Source: an optimization exercise on an open RTL-to-GDS flow (aim: small area). Production flows keep margins and buffers that such runs may drop. The RTL was checked by simulation tests, not by an equivalence proof against the original design. The clock port is modelled as an ideal driver; clocking choices that lean on that would not hold on a real chip. Power is estimated from default activity; no workload was simulated.

// pcore_id
module pcore_id (
    input  logic          clk,
    input  logic          rst_n,                  
    input  logic [100:0]  if2id_data_i,           
    input  logic [1:0]    if2id_ctrl_i,           
    input  logic [1:0]    csr2id_fb_i,            
    input  logic [37:0]   wrb2id_fb_i,            
    output logic [196:0]  id2exe_data_o,          
    output logic [40:0]   id2exe_ctrl_o           
);
For scale: ~1,100 flip-flops, roughly 380 I/O pins, ~0.048 mm² of cells after synthesis.
Settings: LEC_CHECK=0, CAP_MARGIN=20, CELL_PAD_IN_SITES_DETAIL_PLACEMENT=1, CELL_PAD_IN_SITES_GLOBAL_PLACEMENT=1, CORE_MARGIN=2, CORE_UTILIZATION=35, CTS_BUF_LIST=sky130_fd_sc_hd__clkbuf_4, PLACE_DENSITY=0.45, SETUP_SLACK_MARGIN=0.3, SLEW_MARGIN=20; clock period 10.0 ns.
standard.sh (not shown) runs the stock make flow with config.mk's settings and CLKGATE_MAP_FILE= SYNTH_SCRIPT=/design/flow/synth_recipe.tcl, a recipe that flattens the netlist after the stock synthesis.
==> flow/flow/run.sh <==
#!/bin/bash
# Standard ORFS layout (the standard.sh) with two changes:
#  - ports are buffered with the smallest buffer (buf_1) instead of ORFS's default pick
#  - clock tree synthesis inserts no dummy loads
set -euo pipefail
bash standard.sh \
  "BUFFER_PORTS_ARGS=-buffer_cell sky130_fd_sc_hd__buf_1" \
  "CTS_ARGS=-sink_clustering_enable -repair_clock_nets -dont_use_dummy_load" \
  finish > standard_flow.log 2>&1
Next try:
==> flow/flow/run.sh (replaced) <==
#!/bin/bash
# Standard ORFS layout (the standard.sh) with these changes:
#  - ports are buffered with the smallest buffer (buf_1) instead of ORFS's default pick
#  - clock tree: clkbuf_4 buffers, small sink clusters, no dummy loads
set -euo pipefail
bash standard.sh \
  "BUFFER_PORTS_ARGS=-buffer_cell sky130_fd_sc_hd__buf_1" \
  "CTS_ARGS=-sink_clustering_enable -repair_clock_nets -dont_use_dummy_load -buf_list sky130_fd_sc_hd__clkbuf_4 -sink_clustering_size 8 -sink_clustering_max_diameter 50" \
  finish > standard_flow.log 2>&1
=> Critical path depth is unchanged; area after synthesis is unchanged; wire length barely changes; register-to-register slack gets better by 0.16 ns.

Another version of the RTL of pcore_id (not shown whole).
Size in the first run: roughly 1100 flip-flops, about 47000 um2 of cells after synthesis.
## pcore_id
module pcore_id (
    input  logic          clk,
    input  logic          rst_n,                  
    input  logic [100:0]  if2id_data_i,           
    input  logic [1:0]    if2id_ctrl_i,           
    input  logic [1:0]    csr2id_fb_i,            
    input  logic [37:0]   wrb2id_fb_i,            
    output logic [196:0]  id2exe_data_o,          
    output logic [40:0]   id2exe_ctrl_o           
);
type_wrb2id_fb_s      wrb2id_fb;
assign wrb2id_fb = type_wrb2id_fb_s'(wrb2id_fb_i);
logic                 valid_q;                
logic [100:0]         if2id_data_q;
logic [1:0]           if2id_ctrl_q;
logic [1:0]           csr2id_fb_q;
always_ff @(posedge clk) begin
    if (~rst_n) begin
        valid_q      <= 1'b0;
        if2id_data_q <= '0;
        if2id_ctrl_q <= '0;
        csr2id_fb_q  <= '0;
    end else begin
        valid_q      <= 1'b1;
        if2id_data_q <= if2id_data_i;
        if2id_ctrl_q <= if2id_ctrl_i;
        csr2id_fb_q  <= csr2id_fb_i;
    end
end
type_if2id_data_s     if2id_data;
assign if2id_data = type_if2id_data_s'(if2id_data_q);
logic [32-1:0]     rs1_data, rs2_data;
reg_file rf_module (
    .rst_n          (rst_n),
    .clk            (clk),
  ...
==> flow/config.mk <==
export PLATFORM = sky130hd
export DESIGN_NAME = pcore_id
export DESIGN_NICKNAME = pcore_id
export VERILOG_FILES = /design/flow/design.v
export SDC_FILE = /design/flow/constraint.sdc
export NUM_CORES = 4
export LEC_CHECK = 0
export CAP_MARGIN = 10
export CELL_PAD_IN_SITES_DETAIL_PLACEMENT = 1
export CELL_PAD_IN_SITES_GLOBAL_PLACEMENT = 1
export CORE_MARGIN = 2
export CORE_UTILIZATION = 35
export PLACE_DENSITY = 0.45
export SETUP_SLACK_MARGIN = 0.3
export SLEW_MARGIN = 10
==> flow/constraint.sdc <==
create_clock -name core_clock -period 10.0 [get_ports {clk}]
set_input_delay 2.0000 -clock core_clock [delete_from_list [all_inputs] [get_ports {clk}]]
set_output_delay 2.0000 -clock core_clock [all_outputs]
set_load 0.01 [all_outputs]
==> flow/flow/run.sh <==
#!/bin/bash
# Standard ORFS layout (the standard.sh) with these changes:
#  - ports are buffered with the smallest buffer (buf_1) instead of ORFS's default pick
#  - clock tree: clkbuf_4 buffers, small sink clusters, no dummy loads
set -euo pipefail
bash standard.sh \
  "BUFFER_PORTS_ARGS=-buffer_cell sky130_fd_sc_hd__buf_1" \
  "CTS_ARGS=-sink_clustering_enable -repair_clock_nets -dont_use_dummy_load -buf_list sky130_fd_sc_hd__clkbuf_4 -sink_clustering_size 6 -sink_clustering_max_diameter 50" \
  finish > standard_flow.log 2>&1
Next try:
--- a/flow/flow/run.sh
+++ b/flow/flow/run.sh
@@ -7,3 +7,3 @@
   "BUFFER_PORTS_ARGS=-buffer_cell sky130_fd_sc_hd__buf_1" \
-  "CTS_ARGS=-sink_clustering_enable -repair_clock_nets -dont_use_dummy_load -buf_list sky130_fd_sc_hd__clkbuf_4 -sink_clustering_size 6 -sink_clustering_max_diameter 50" \
+  "CTS_ARGS=-sink_clustering_enable -repair_clock_nets -dont_use_dummy_load -buf_list sky130_fd_sc_hd__clkbuf_4 -sink_clustering_size 8 -sink_clustering_max_diameter 50" \
   finish > standard_flow.log 2>&1
- CORE_UTILIZATION: 35 -> 40
- PLACE_DENSITY: 0.45 -> 0.6
Now the flow finished but fails on max-capacitance violations, max-slew violations.
Combinational power drops by about 2%.
Sequential power hardly moves.
Synthesized cell count is unchanged.
Clock-buffer cell count drops by 38.
Routed wire length drops by 6.0%.
Global-route usage climbs by 3.0 points.
Synthesized area is unchanged.
Worst hold slack gains 4.0 ps.
Total power drops by 3.2%.
Next try:
- CAP_MARGIN: 10 -> 20
- SLEW_MARGIN: 10 -> 20
- This time the run completed with no timing, DRC or antenna violations
- synthesized cell count is unchanged
- setup slack improves by 70 ps
- critical path depth does not change
- design area hardly moves
- global-route usage is about the same
- via count is lower by 1.0%
- final cell count is about the same
- clock skew stays the same
- power is about the same
Next try:
--- a/flow/flow/run.sh
+++ b/flow/flow/run.sh
@@ -4,2 +4,3 @@
 #  - clock tree: clkbuf_4 buffers, small sink clusters, no dummy loads
+#  - after clock tree synthesis, cells with spare slack are downsized (flow/post_cts.tcl)
 set -euo pipefail
@@ -8,2 +9,3 @@
   "CTS_ARGS=-sink_clustering_enable -repair_clock_nets -dont_use_dummy_load -buf_list sky130_fd_sc_hd__clkbuf_4 -sink_clustering_size 8 -sink_clustering_max_diameter 50" \
+  "POST_CTS_TCL=$PWD/flow/post_cts.tcl" \
   finish > standard_flow.log 2>&1
==> flow/flow/post_cts.tcl (new file) <==
# Downsize cells that have timing slack to spare (power recovery also
# shrinks area), then legalize the placement again.
repair_timing -recover_power 100 -setup_margin 0.3 -match_cell_footprint
detailed_placement
check_placement -verbose
- CAP_MARGIN: 20 -> 10
- CORE_UTILIZATION: 40 -> 35
- PLACE_DENSITY: 0.6 -> 0.45
- SLEW_MARGIN: 20 -> 10
The changed run produced a layout that fails on max-capacitance violations, max-slew violations.
Via count fell by about 0.7%.
Register-to-register slack is worse by 20 ps.
Worst setup slack got worse by 470 ps.
Synthesized area is unchanged.
Sequential power is about the same.
Cell area went up by 0.82%.
Wire length rises by 6.3%.
Die area goes up by 14%.
Flip-flop and latch count stays the same.
Maximum frequency drops by about 6%.

delta:
Another version of the RTL of pcore_id (not shown whole).
Size in the first run: about 380 I/O pins, about 48000 sq um of cells after synthesis.
## pcore_id
module pcore_id (
    input  logic          clk,
    input  logic          rst_n,                  
    input  logic [100:0]  if2id_data_i,           
    input  logic [1:0]    if2id_ctrl_i,           
    input  logic [1:0]    csr2id_fb_i,            
    input  logic [37:0]   wrb2id_fb_i,            
    output logic [196:0]  id2exe_data_o,          
    output logic [40:0]   id2exe_ctrl_o           
);
Settings: LEC_CHECK=0, CAP_MARGIN=20, CELL_PAD_IN_SITES_DETAIL_PLACEMENT=1, CELL_PAD_IN_SITES_GLOBAL_PLACEMENT=1, CORE_MARGIN=2, CORE_UTILIZATION=40, PLACE_DENSITY=0.6, SETUP_SLACK_MARGIN=0.3, SLEW_MARGIN=20; clock period 10.0 ns.
==> flow/flow/run.sh <==
#!/bin/bash
# Standard ORFS layout (the standard.sh) with these changes:
#  - ports are buffered with the smallest buffer (buf_1) instead of ORFS's default pick
#  - clock tree: clkbuf_4 buffers, small sink clusters, no dummy loads
set -euo pipefail
bash standard.sh \
  "BUFFER_PORTS_ARGS=-buffer_cell sky130_fd_sc_hd__buf_1" \
  "CTS_ARGS=-sink_clustering_enable -repair_clock_nets -dont_use_dummy_load -buf_list sky130_fd_sc_hd__clkbuf_4 -sink_clustering_size 8 -sink_clustering_max_diameter 50" \
  finish > standard_flow.log 2>&1
What beta does differently from delta at the input level:
- changing CAP_MARGIN from 20 to 10
- changing SLEW_MARGIN from 20 to 10
- changing PLACE_DENSITY from 0.6 to 0.45
- changing CORE_UTILIZATION from 40 to 35
==> flow/flow/run.sh <==
#!/bin/bash
# Standard ORFS layout (the standard.sh) with these changes:
#  - ports are buffered with the smallest buffer (buf_1) instead of ORFS's default pick
#  - clock tree: clkbuf_4 buffers, small sink clusters, no dummy loads
#  - after clock tree synthesis, cells with spare slack are downsized (flow/post_cts.tcl)
set -euo pipefail
bash standard.sh \
  "BUFFER_PORTS_ARGS=-buffer_cell sky130_fd_sc_hd__buf_1" \
  "CTS_ARGS=-sink_clustering_enable -repair_clock_nets -dont_use_dummy_load -buf_list sky130_fd_sc_hd__clkbuf_4 -sink_clustering_size 8 -sink_clustering_max_diameter 50" \
  "POST_CTS_TCL=$PWD/flow/post_cts.tcl" \
  finish > standard_flow.log 2>&1
==> flow/flow/post_cts.tcl (new file) <==
# Downsize cells that have timing slack to spare (power recovery also
# shrinks area), then legalize the placement again.
repair_timing -recover_power 100 -setup_margin 0.3 -match_cell_footprint
detailed_placement
check_placement -verbose
### Flow results
- delta completed; timing, DRC and antenna clean
- beta finished every stage and its layout cleared the timing, design-rule and antenna checks.
- delta has a higher end-of-flow core utilization than beta.
- Compared with delta, beta shows overall via count from detail_route that has gone up slightly.
- Combinational power: delta vs beta, no meaningful difference
- [beta] combinational power share rose 0.2 points relative to delta
- delta has lower number of clock buffer instances in the layout than beta.
- Comparing beta and delta, the higher global routing usage on met1 was measured on delta.
- Comparing beta and delta, number of diodes added for antenna fixing is higher on delta.
- From beta to delta, total negative setup slack did not move at all.

==> what the ideal ports hide <==
No port has a modelled driver above. Below, the same layouts with a new extraction and two added sets of constraints.
Step 1 sets driving cells, clkbuf_16 on the clock port and buf_2 on the other inputs (assumed; they add their load-dependent delay and slew).
Step 2, shift: input delay + t, output delay - t, t = (earliest + latest rising clock arrival at the registers) / 2. This alone moves slack from input paths to output paths.
Slacks: ideal ports / drivers / drivers and shift; pairs: ideal ports / drivers.
run	shift t [ns]	setup WS [ns]	worst setup path after step 2	worst data-port slew with drivers (ns)
the first run of note 2	1.329	2.677 / 2.606 / 3.936	register to output	0.18
the second run of note 2	1.218	2.540 / 2.459 / 3.678	register to output	0.06
the third run of note 2	1.284	2.610 / 2.528 / 3.812	register to output	0.07
the fourth run of note 2	1.317	2.142 / 2.068 / 3.385	register to output	0.20
